This is an optimization exercise on Yosys and OpenROAD, whose aim is small area and a short achievable clock period, not a production implementation. Function was checked by simulation only, so behaviour that the tests miss may differ from the original.

## JK
==> flow/design.v (excerpt) <==
module multiply(
    input wire clk,
    input wire resetn,
    input wire[31:0] A,
    input wire[31:0] B,
    input wire sign,
    output wire[63:0] result
);
Size in the first run: roughly 130 I/O pins, roughly 27000 um2 of cells after synthesis.
clock: 6.5 ns
lec_check: 0
cap_margin: 20
core_margin: 2
core_utilization: 45
cts_buf_list: sky130_fd_sc_hd__clkbuf_8
place_density: 0.6
setup_slack_margin: 1.75
slew_margin: 20
synth_hierarchical: 1
standard.sh (not shown) runs the stock make flow with config.mk's settings and CLKGATE_MAP_FILE= SYNTH_SCRIPT=/design/flow/synth_recipe.tcl, a recipe that flattens the netlist after the stock synthesis.
==> flow/flow/run.sh <==
#!/bin/bash
# Own layout flow: the standard synthesis, then every combinational cell set to
# its smallest drive strength (registers untouched), then the standard layout,
# whose repair steps size cells up again where timing needs it.
set -euo pipefail
here=$(pwd)
res=$here/orfs/results/$FLOW_PLATFORM/multiply/base
bash standard.sh synth > $here/log_synth.txt 2>&1
cp $res/1_2_yosys.v $here/1_2_yosys.orig.v
python3 $here/flow/downsize.py $FLOW_HOME/platforms/$FLOW_PLATFORM/lib/sky130_fd_sc_hd__tt_025C_1v80.lib \
    $here/1_2_yosys.orig.v $res/1_2_yosys.v > $here/log_downsize.txt 2>&1
# make the netlist newer than its sources so only the later steps rerun
touch $res/1_2_yosys.v $res/1_2_yosys.sdc
bash standard.sh "BUFFER_PORTS_ARGS=-buffer_cell sky130_fd_sc_hd__buf_1" finish > $here/log_layout.txt 2>&1
==> flow/flow/downsize.py <==
#!/usr/bin/env python3
"""Set each combinational cell of a mapped netlist to the smallest drive strength
of its kind that the library has (registers and special cells untouched)."""
import re, sys
lib, src, dst = sys.argv[1:4]
cells = set(re.findall(r'cell\s*\(\s*"?(sky130_fd_sc_hd__\w+)"?\s*\)', open(lib).read()))
keep = re.compile(r'sky130_fd_sc_hd__(df|edf|sdf|sedf|dl|conb|clk|tap|fill|decap|diode|probe|lpflow)')
text = open(src).read()
count = {}
def repl(m):
    name = m.group(0)
    if keep.match(name):
        return name
    mm = re.match(r'(sky130_fd_sc_hd__\w+?)_(\d+)$', name)
    if not mm:
        return name
    base, size = mm.group(1), int(mm.group(2))
    for s in (1,):
        cand = f"{base}_{s}"
        if s < size and cand in cells:
            count[name] = count.get(name, 0) + 1
            return cand
    return name
out = re.sub(r'sky130_fd_sc_hd__\w+', repl, text)
open(dst, 'w').write(out)
for k, v in sorted(count.items(), key=lambda x: -x[1]):
    print(k, v)
What MS does differently from JK at the input level:
Settings: CTS_BUF_LIST: sky130_fd_sc_hd__clkbuf_8 -> unset.
--- outcome ---
- Any difference in final cell count between MS and JK is small enough to ignore.
- There was hardly any difference in total of endpoints with negative setup slack in the final report between JK and MS.
- Of JK and MS, the higher minimum period implied by the final worst setup slack belongs to JK.
- From JK to MS, post-synthesis instance total did not move at all.
- Between JK and MS, the register fraction of the total cell area does not differ in any meaningful way.
- Utilization after layout up 0.48 points in MS wrt JK
- Against JK as the reference, MS delivers a higher synthesis-to-layout area growth.
- MS has more setup slack than JK.
[inputs] AL vs MS
Settings: PLACE_DENSITY: 0.6 -> 0.68; CORE_UTILIZATION: 45 -> 55.
--- outcome ---
Fraction of final layout cells sized beyond drive strength 1 across AL and MS: no real change.
Of AL and MS, the higher utilization of the core after routing belongs to AL.
Setup slack of the critical path after layout: AL and MS compared, lower one is AL
### AL -> TR
Settings: a change of PLACE_DENSITY from 0.68 to 0.6; a change of CORE_UTILIZATION from 55 to 45.
--- a/flow/flow/run.sh
+++ b/flow/flow/run.sh
@@ -2,3 +2,4 @@
 # Own layout flow: the standard synthesis, then every combinational cell set to
-# its smallest drive strength (registers untouched), then the standard layout,
+# its smallest drive strength (registers untouched), then the standard layout
+# (with power recovery, which downsizes cells off the critical paths),
 # whose repair steps size cells up again where timing needs it.
@@ -13,2 +14,2 @@
 touch $res/1_2_yosys.v $res/1_2_yosys.sdc
-bash standard.sh "BUFFER_PORTS_ARGS=-buffer_cell sky130_fd_sc_hd__buf_1" finish > $here/log_layout.txt 2>&1
+bash standard.sh "BUFFER_PORTS_ARGS=-buffer_cell sky130_fd_sc_hd__buf_1" RECOVER_POWER=100 finish > $here/log_layout.txt 2>&1
Notes after the runs:
AL ended up with result[47] as its critical path capture point; TR ended up with rlo[14]$_DFF_P_.
[flow] TR | stages: complete | final checks: fail | reason: capacitance limit, slew limit
Final critical delay including setup and external delays in TR vs AL: up 0.59 ns
Summary of the comparison: HPWL reported at the end of detailed placement is higher in TR, relative to AL.
Re count of unresolved DRC violations after routing: no difference whatsoever between TR and AL.
Delta (TR minus AL): number of vias in the routed layout shows a reduction of 274; filler cell count saw an increase; fraction of final layout cells sized beyond drive strength 1 lost 1.2 points; critical path depth went down 2.


Another version of the RTL of multiply (not shown whole).
Size: about 2700 cells after synthesis, roughly 130 I/O pins.
clock: 6.5 ns
lec_check: 0
cap_margin: 20
core_margin: 2
core_utilization: 45
place_density: 0.6
setup_slack_margin: 2.3
slew_margin: 20
synth_hierarchical: 1
==> flow/flow/run.sh <==
#!/bin/bash
# Own layout flow: the standard synthesis, then every combinational cell set to
# its smallest drive strength (registers untouched), then the standard layout,
# whose repair steps size cells up again where timing needs it.
set -euo pipefail
here=$(pwd)
res=$here/orfs/results/$FLOW_PLATFORM/multiply/base
bash standard.sh synth > $here/log_synth.txt 2>&1
cp $res/1_2_yosys.v $here/1_2_yosys.orig.v
python3 $here/flow/downsize.py $FLOW_HOME/platforms/$FLOW_PLATFORM/lib/sky130_fd_sc_hd__tt_025C_1v80.lib \
    $here/1_2_yosys.orig.v $res/1_2_yosys.v > $here/log_downsize.txt 2>&1
# make the netlist newer than its sources so only the later steps rerun
touch $res/1_2_yosys.v $res/1_2_yosys.sdc
bash standard.sh "BUFFER_PORTS_ARGS=-buffer_cell sky130_fd_sc_hd__buf_1" finish > $here/log_layout.txt 2>&1
Scripts as last shown in full above: flow/flow/downsize.py
The first run completed without violations.
Rerun with:
--- a/flow/flow/run.sh
+++ b/flow/flow/run.sh
@@ -12,3 +12,3 @@
 # make the netlist newer than its sources so only the later steps rerun
 touch $res/1_2_yosys.v $res/1_2_yosys.sdc
-bash standard.sh "BUFFER_PORTS_ARGS=-buffer_cell sky130_fd_sc_hd__buf_1" finish > $here/log_layout.txt 2>&1
+bash standard.sh "BUFFER_PORTS_ARGS=-buffer_cell sky130_fd_sc_hd__buf_2" finish > $here/log_layout.txt 2>&1
- SETUP_SLACK_MARGIN: 2.3 -> 2.0
After rerunning:
- The changed run ran to the end with no violations
- first-iteration DRC count decreases by 20%
- final cell count shrinks by 7.1%
- hold slack gains 0.22 ns
- synthesized cell count is unchanged
- die area does not change
- global-route usage drops by 3.7 points
Rerun with:
--- a/flow/flow/run.sh
+++ b/flow/flow/run.sh
@@ -12,3 +12,3 @@
 # make the netlist newer than its sources so only the later steps rerun
 touch $res/1_2_yosys.v $res/1_2_yosys.sdc
-bash standard.sh "BUFFER_PORTS_ARGS=-buffer_cell sky130_fd_sc_hd__buf_2" finish > $here/log_layout.txt 2>&1
+bash standard.sh "BUFFER_PORTS_ARGS=-buffer_cell sky130_fd_sc_hd__buf_1" finish > $here/log_layout.txt 2>&1
- SETUP_SLACK_MARGIN: 2.0 -> 2.1
Effect: The changed run finished clean; fmax went up by 2.6%; worst hold slack got worse by 0.026 ns; core utilization went up by 2.4 points.
Rerun with:
- SETUP_SLACK_MARGIN: 2.1 -> 1.9
Final area went down by 6.8%.
Non-clock buffer count went down by 60.
Maximum frequency went down by 3.4%.
Sequential share of layout area went up by 0.49 points.
Hold slack is worse by 0.0071 ns.


Another version of the RTL of multiply (not shown whole).
Size: ~130 I/O pins, ~28000 µm² of cells after synthesis.
export LEC_CHECK = 0
export CAP_MARGIN = 20
export CORE_MARGIN = 2
export CORE_UTILIZATION = 45
export PLACE_DENSITY = 0.6
export SETUP_SLACK_MARGIN = 0.5
export SLEW_MARGIN = 20
export SYNTH_HIERARCHICAL = 1
create_clock -name core_clock -period 6.5 [get_ports {clk}]
==> flow/flow/run.sh <==
#!/bin/bash
# Own layout flow: the standard synthesis, then every combinational cell set to
# its smallest drive strength (registers untouched), then the standard layout,
# whose repair steps size cells up again where timing needs it.
set -euo pipefail
here=$(pwd)
res=$here/orfs/results/$FLOW_PLATFORM/multiply/base
bash standard.sh synth > $here/log_synth.txt 2>&1
cp $res/1_2_yosys.v $here/1_2_yosys.orig.v
python3 $here/flow/downsize.py $FLOW_HOME/platforms/$FLOW_PLATFORM/lib/sky130_fd_sc_hd__tt_025C_1v80.lib \
    $here/1_2_yosys.orig.v $res/1_2_yosys.v > $here/log_downsize.txt 2>&1
# make the netlist newer than its sources so only the later steps rerun
touch $res/1_2_yosys.v $res/1_2_yosys.sdc
bash standard.sh "BUFFER_PORTS_ARGS=-buffer_cell sky130_fd_sc_hd__buf_1" finish > $here/log_layout.txt 2>&1
Scripts as last shown in full above: flow/flow/downsize.py
Next try:
Settings changed: SETUP_SLACK_MARGIN 0.5 to 1.75.
=> The changed run produced a clean layout; first-iteration DRC count goes down by roughly a tenth; utilization went up by 1.4 points; final area goes up by a few percent; fmax went up by roughly a tenth; routed wire length increases by a few percent; synthesized area stays the same.


Setup of P:
multiply, a different RTL version from the one above (not shown whole).
Size in the first run: ~2700 cells after synthesis, about 27000 µm² of cells after synthesis.
export LEC_CHECK = 0
export CAP_MARGIN = 20
export CORE_MARGIN = 2
export CORE_UTILIZATION = 45
export PLACE_DENSITY = 0.6
export SETUP_SLACK_MARGIN = 2.25
export SLEW_MARGIN = 20
export SYNTH_HIERARCHICAL = 1
create_clock -name core_clock -period 6.5 [get_ports {clk}]
Scripts as last shown in full above: flow/flow/run.sh, flow/flow/downsize.py
> inputs changed (P -> Q)
- PLACE_DENSITY changed from 0.6 to 0.65
- SETUP_SLACK_MARGIN changed from 2.25 to 1.5
- CORE_UTILIZATION changed from 45 to 50
- CTS_BUF_LIST newly set to sky130_fd_sc_hd__clkbuf_8
P ended up with rup[1]$_DFF_P_ as its critical path startpoint; Q ended up with B[7]. Going from P to Q, routed wirelength normalized by instance count shrank by a little under 10%. Number of buffer and inverter stages on the critical path for Q is lower than for P. Compared with P, Q shows a wire length on met2 that is 5400 µm lower. Compared with P, area of the die in Q decreased by a little under 10%.
Inputs modified between Q and R:
- swapping 50 for 55 in CORE_UTILIZATION
- swapping 0.65 for 0.68 in PLACE_DENSITY
- clearing CTS_BUF_LIST, which used to be sky130_fd_sc_hd__clkbuf_8
Compare Q and R | area of the die higher: Q
Every run (Q and R) finished clean.
Max final cycle utilization of the critical path across Q and R: R
As of R, maximum frequency had fallen slightly compared to Q.
Inputs modified between R and S:
- a change of PLACE_DENSITY from 0.68 to 0.65
- a change of SETUP_SLACK_MARGIN from 1.5 to 2.5
- a change of CORE_UTILIZATION from 55 to 50
==> flow/run.sh (new file) <==
#!/bin/bash
# synth_recipe.tcl (not shown) runs the flow's synth.tcl, then flattens the netlist and writes it again
# the make line also repeats each setting of config.mk as NAME=value (left out here)
make -C /OpenROAD-flow-scripts/flow DESIGN_CONFIG=/design/flow/config.mk WORK_HOME=/design/flow/orfs CLKGATE_MAP_FILE= SYNTH_SCRIPT=/design/flow/synth_recipe.tcl finish
removed: flow/flow/run.sh
removed: flow/flow/downsize.py
removed: flow/standard.sh
==> run notes <==
S vs R on shortest clock period the worst path allows after layout: S is the lower one.
Note that the placed cell area recorded for S amounts to 1.16 times the value seen in R.
S and R ended up with nearly the same layout inverter count without the clock tree.
Changes in T relative to S:
- SETUP_SLACK_MARGIN now 1.0, was 2.5
- PLACE_DENSITY now 0.6, was 0.65
- CORE_UTILIZATION now 45, was 50
==> flow/flow/run.sh (new file) <==
#!/bin/bash
# Own layout flow: the standard synthesis, then every combinational cell set to
# its smallest drive strength (registers untouched), then the standard layout,
# whose repair steps size cells up again where timing needs it.
set -euo pipefail
here=$(pwd)
res=$here/orfs/results/$FLOW_PLATFORM/multiply/base
bash standard.sh synth > $here/log_synth.txt 2>&1
cp $res/1_2_yosys.v $here/1_2_yosys.orig.v
python3 $here/flow/downsize.py $FLOW_HOME/platforms/$FLOW_PLATFORM/lib/sky130_fd_sc_hd__tt_025C_1v80.lib \
    $here/1_2_yosys.orig.v $res/1_2_yosys.v > $here/log_downsize.txt 2>&1
# make the netlist newer than its sources so only the later steps rerun
touch $res/1_2_yosys.v $res/1_2_yosys.sdc
bash standard.sh "BUFFER_PORTS_ARGS=-buffer_cell sky130_fd_sc_hd__buf_1" finish > $here/log_layout.txt 2>&1
==> flow/flow/downsize.py (new file) <==
#!/usr/bin/env python3
"""Set each combinational cell of a mapped netlist to the smallest drive strength
of its kind that the library has (registers and special cells untouched)."""
import re, sys
lib, src, dst = sys.argv[1:4]
cells = set(re.findall(r'cell\s*\(\s*"?(sky130_fd_sc_hd__\w+)"?\s*\)', open(lib).read()))
keep = re.compile(r'sky130_fd_sc_hd__(df|edf|sdf|sedf|dl|conb|clk|tap|fill|decap|diode|probe|lpflow)')
text = open(src).read()
count = {}
def repl(m):
    name = m.group(0)
    if keep.match(name):
        return name
    mm = re.match(r'(sky130_fd_sc_hd__\w+?)_(\d+)$', name)
    if not mm:
        return name
    base, size = mm.group(1), int(mm.group(2))
    for s in (1,):
        cand = f"{base}_{s}"
        if s < size and cand in cells:
            count[name] = count.get(name, 0) + 1
            return cand
    return name
out = re.sub(r'sky130_fd_sc_hd__\w+', repl, text)
open(dst, 'w').write(out)
for k, v in sorted(count.items(), key=lambda x: -x[1]):
    print(k, v)
==> flow/standard.sh (new file) <==
#!/bin/bash
# synth_recipe.tcl (not shown) runs the flow's synth.tcl, then flattens the netlist and writes it again
# the make line also repeats each setting of config.mk as NAME=value (left out here)
make -C /OpenROAD-flow-scripts/flow DESIGN_CONFIG=/design/flow/config.mk WORK_HOME=/design/flow/orfs CLKGATE_MAP_FILE= SYNTH_SCRIPT=/design/flow/synth_recipe.tcl "${@:-finish}"
removed: flow/run.sh
==> comparison <==
Taking S as the reference point, the cell count of T falls by 285.
For T, the cell at the slowest stage of the critical path was sky130_fd_sc_hd__dfxtp_1, unlike S, where it was sky130_fd_sc_hd__dfxtp_2.
Summary: setup slack, T worse than S


== build 75 ==
Starting RTL as in the previous note.
clock: 6.5 ns
lec_check: 0
cap_margin: 20
core_margin: 2
core_utilization: 45
cts_buf_list: sky130_fd_sc_hd__clkbuf_8
place_density: 0.6
setup_slack_margin: 1.25
slew_margin: 20
synth_hierarchical: 1
==> flow/flow/run.sh <==
#!/bin/bash
# Own layout flow: the standard synthesis, then every combinational cell set to
# its smallest drive strength (registers untouched), then the standard layout,
# whose repair steps size cells up again where timing needs it.
set -euo pipefail
here=$(pwd)
res=$here/orfs/results/$FLOW_PLATFORM/multiply/base
bash standard.sh synth > $here/log_synth.txt 2>&1
cp $res/1_2_yosys.v $here/1_2_yosys.orig.v
python3 $here/flow/downsize.py $FLOW_HOME/platforms/$FLOW_PLATFORM/lib/sky130_fd_sc_hd__tt_025C_1v80.lib \
    $here/1_2_yosys.orig.v $res/1_2_yosys.v > $here/log_downsize.txt 2>&1
# make the netlist newer than its sources so only the later steps rerun
touch $res/1_2_yosys.v $res/1_2_yosys.sdc
bash standard.sh "BUFFER_PORTS_ARGS=-buffer_cell sky130_fd_sc_hd__buf_1" finish > $here/log_layout.txt 2>&1
==> flow/flow/downsize.py <==
#!/usr/bin/env python3
"""Set each combinational cell of a mapped netlist to the smallest drive strength
of its kind that the library has (registers and special cells untouched)."""
import re, sys
lib, src, dst = sys.argv[1:4]
cells = set(re.findall(r'cell\s*\(\s*"?(sky130_fd_sc_hd__\w+)"?\s*\)', open(lib).read()))
keep = re.compile(r'sky130_fd_sc_hd__(df|edf|sdf|sedf|dl|conb|clk|tap|fill|decap|diode|probe|lpflow)')
text = open(src).read()
count = {}
def repl(m):
    name = m.group(0)
    if keep.match(name):
        return name
    mm = re.match(r'(sky130_fd_sc_hd__\w+?)_(\d+)$', name)
    if not mm:
        return name
    base, size = mm.group(1), int(mm.group(2))
    for s in (1,):
        cand = f"{base}_{s}"
        if s < size and cand in cells:
            count[name] = count.get(name, 0) + 1
            return cand
    return name
out = re.sub(r'sky130_fd_sc_hd__\w+', repl, text)
open(dst, 'w').write(out)
for k, v in sorted(count.items(), key=lambda x: -x[1]):
    print(k, v)
### build 75 -> build 85
Settings: CTS_BUF_LIST no longer set, was sky130_fd_sc_hd__clkbuf_8; SETUP_SLACK_MARGIN now 1.75, was 1.25.
==> run notes <==
Compare build 85 and build 75 | final instance area lower: build 75. Against build 75 as the reference, build 85 delivers a higher core utilization. Build 85 vs build 75: maximum operating frequency up in build 85. Routed wire length: higher on build 85. Last weighted congestion value of the routability-driven placer, build 85 and build 75: lower on build 85. Diff build 75 -> build 85: global-route wire length before repair +2100 um. Critical path depth in build 85 vs build 75: up 1.
[inputs] build 48 vs build 85
Settings: SETUP_SLACK_MARGIN changed from 1.75 to 1.0; CTS_BUF_LIST newly set to sky130_fd_sc_hd__clkbuf_8.
Findings:
- Of the two values seen for slowest cell on the critical path, sky130_fd_sc_hd__dfxtp_2 was produced by build 85 and sky130_fd_sc_hd__dfxtp_1 by build 48.
- Side by side, aggregate routed wire length turned out higher in build 48 than in build 85.
- Highest achievable clock rate came out lower on build 48 than on build 85.
- [build 48] total of cells resized after clock tree synthesis fell 29 relative to build 85
- Against build 85, build 48 comes in 4.8 points lower on area added between synthesis and finish.
- Looking at final-stage net count, build 48 sits 52 lower than build 85 does.
- Diff build 48..build 85 | residual antenna-violating net count after detailed routing | unchanged
- Diff build 85 -> build 48: path length in cells of the critical path +1; met2 wire length increased 500 um; post-route core utilization went down.
#### Input delta (build 65 over build 48)
Settings: SETUP_SLACK_MARGIN now 1.5, was 1.0; CTS_BUF_LIST no longer set, was sky130_fd_sc_hd__clkbuf_8.
Notes after the runs:
Looking at final design area excluding fillers, build 65 sits about 2.2% above build 48. Re well tap count: no difference whatsoever between build 48 and build 65. The run showing the greater transition time at the pin with the least slew margin is build 48. Diff build 48 -> build 65: critical-path maximum fanout shows a reduction of 7; multi-input gate share of the layout cell area saw a decrease. Delta (build 65 minus build 48): fraction of the core area covered by cells at the end of the flow moved up; total number of vias grew by 162. Changes observed in build 65 relative to build 48: headroom to the max-slew limit higher; hold slack now sits higher.

==> port drivers added, routing unchanged <==
The flow's constraints put no driver on any port. The routed layouts listed below were extracted and timed again, unchanged, in two steps.
Step 1: set_driving_cell puts a clkbuf_16 on clk and a buf_2 on each other input, an assumption about the parent block.
Step 2 times the ports against the registers' clock, not the clock port: input delays grow and output delays shrink by t, the midpoint of the rising clock arrivals with the driver on.
a / b / c = ideal / step 1 / step 2; a / b = the first two.
| run | shift t [ns] | setup WS [ns] | latest minus earliest clock arrival (ns) | worst register clock-pin slew, ns |
|---|---|---|---|---|
| JK | 0.639 | 1.779 / 1.718 / 1.185 | 0.022 / 0.022 | 0.10 / 0.10 |
| MS | 0.556 | 1.815 / 1.753 / 1.344 | 0.012 / 0.012 | 0.07 / 0.07 |
| AL | 0.556 | 1.673 / 1.613 / 1.244 | 0.011 / 0.011 | 0.07 / 0.07 |
| TR | 0.553 | 1.080 / 1.112 / 0.559 | 0.011 / 0.012 | 0.07 / 0.07 |
| the first run of note 2 | 0.564 | 2.116 / 2.018 / 1.454 | 0.009 / 0.009 | 0.06 / 0.06 |
| the second run of note 2 | 0.551 | 2.000 / 1.998 / 1.447 | 0.024 / 0.024 | 0.07 / 0.07 |
| the third run of note 2 | 0.552 | 2.116 / 2.072 / 1.520 | 0.018 / 0.018 | 0.07 / 0.07 |
| the fourth run of note 2 | 0.546 | 1.962 / 1.974 / 1.428 | 0.015 / 0.015 | 0.06 / 0.06 |
| the first run of note 3 | 0.547 | 1.281 / 1.219 / 0.833 | 0.019 / 0.018 | 0.09 / 0.09 |
| the second run of note 3 | 0.546 | 1.788 / 1.811 / 1.277 | 0.033 / 0.033 | 0.10 / 0.10 |
| P | 0.575 | 1.801 / 1.736 / 1.575 | 0.028 / 0.028 | 0.08 / 0.08 |
| Q | 0.651 | 1.623 / 1.635 / 0.983 | 0.026 / 0.025 | 0.11 / 0.11 |
| R | 0.586 | 1.604 / 1.624 / 1.055 | 0.018 / 0.018 | 0.09 / 0.09 |
| S | 0.580 | 1.827 / 1.764 / 1.625 | 0.014 / 0.014 | 0.08 / 0.08 |
| T | 0.576 | 1.397 / 1.331 / 0.883 | 0.021 / 0.020 | 0.08 / 0.08 |
| build 75 | 0.640 | 1.561 / 1.500 / 0.984 | 0.020 / 0.020 | 0.10 / 0.10 |
| build 85 | 0.571 | 1.774 / 1.711 / 1.302 | 0.012 / 0.013 | 0.08 / 0.08 |
| build 48 | 0.663 | 1.328 / 1.269 / 0.915 | 0.025 / 0.025 | 0.12 / 0.12 |
| build 65 | 0.575 | 1.534 / 1.573 / 0.999 | 0.016 / 0.017 | 0.08 / 0.08 |
For the first run of note 2, which loses most, drivers alone change the setup slack by -0.098 ns; drivers and shift together by -0.662 ns.
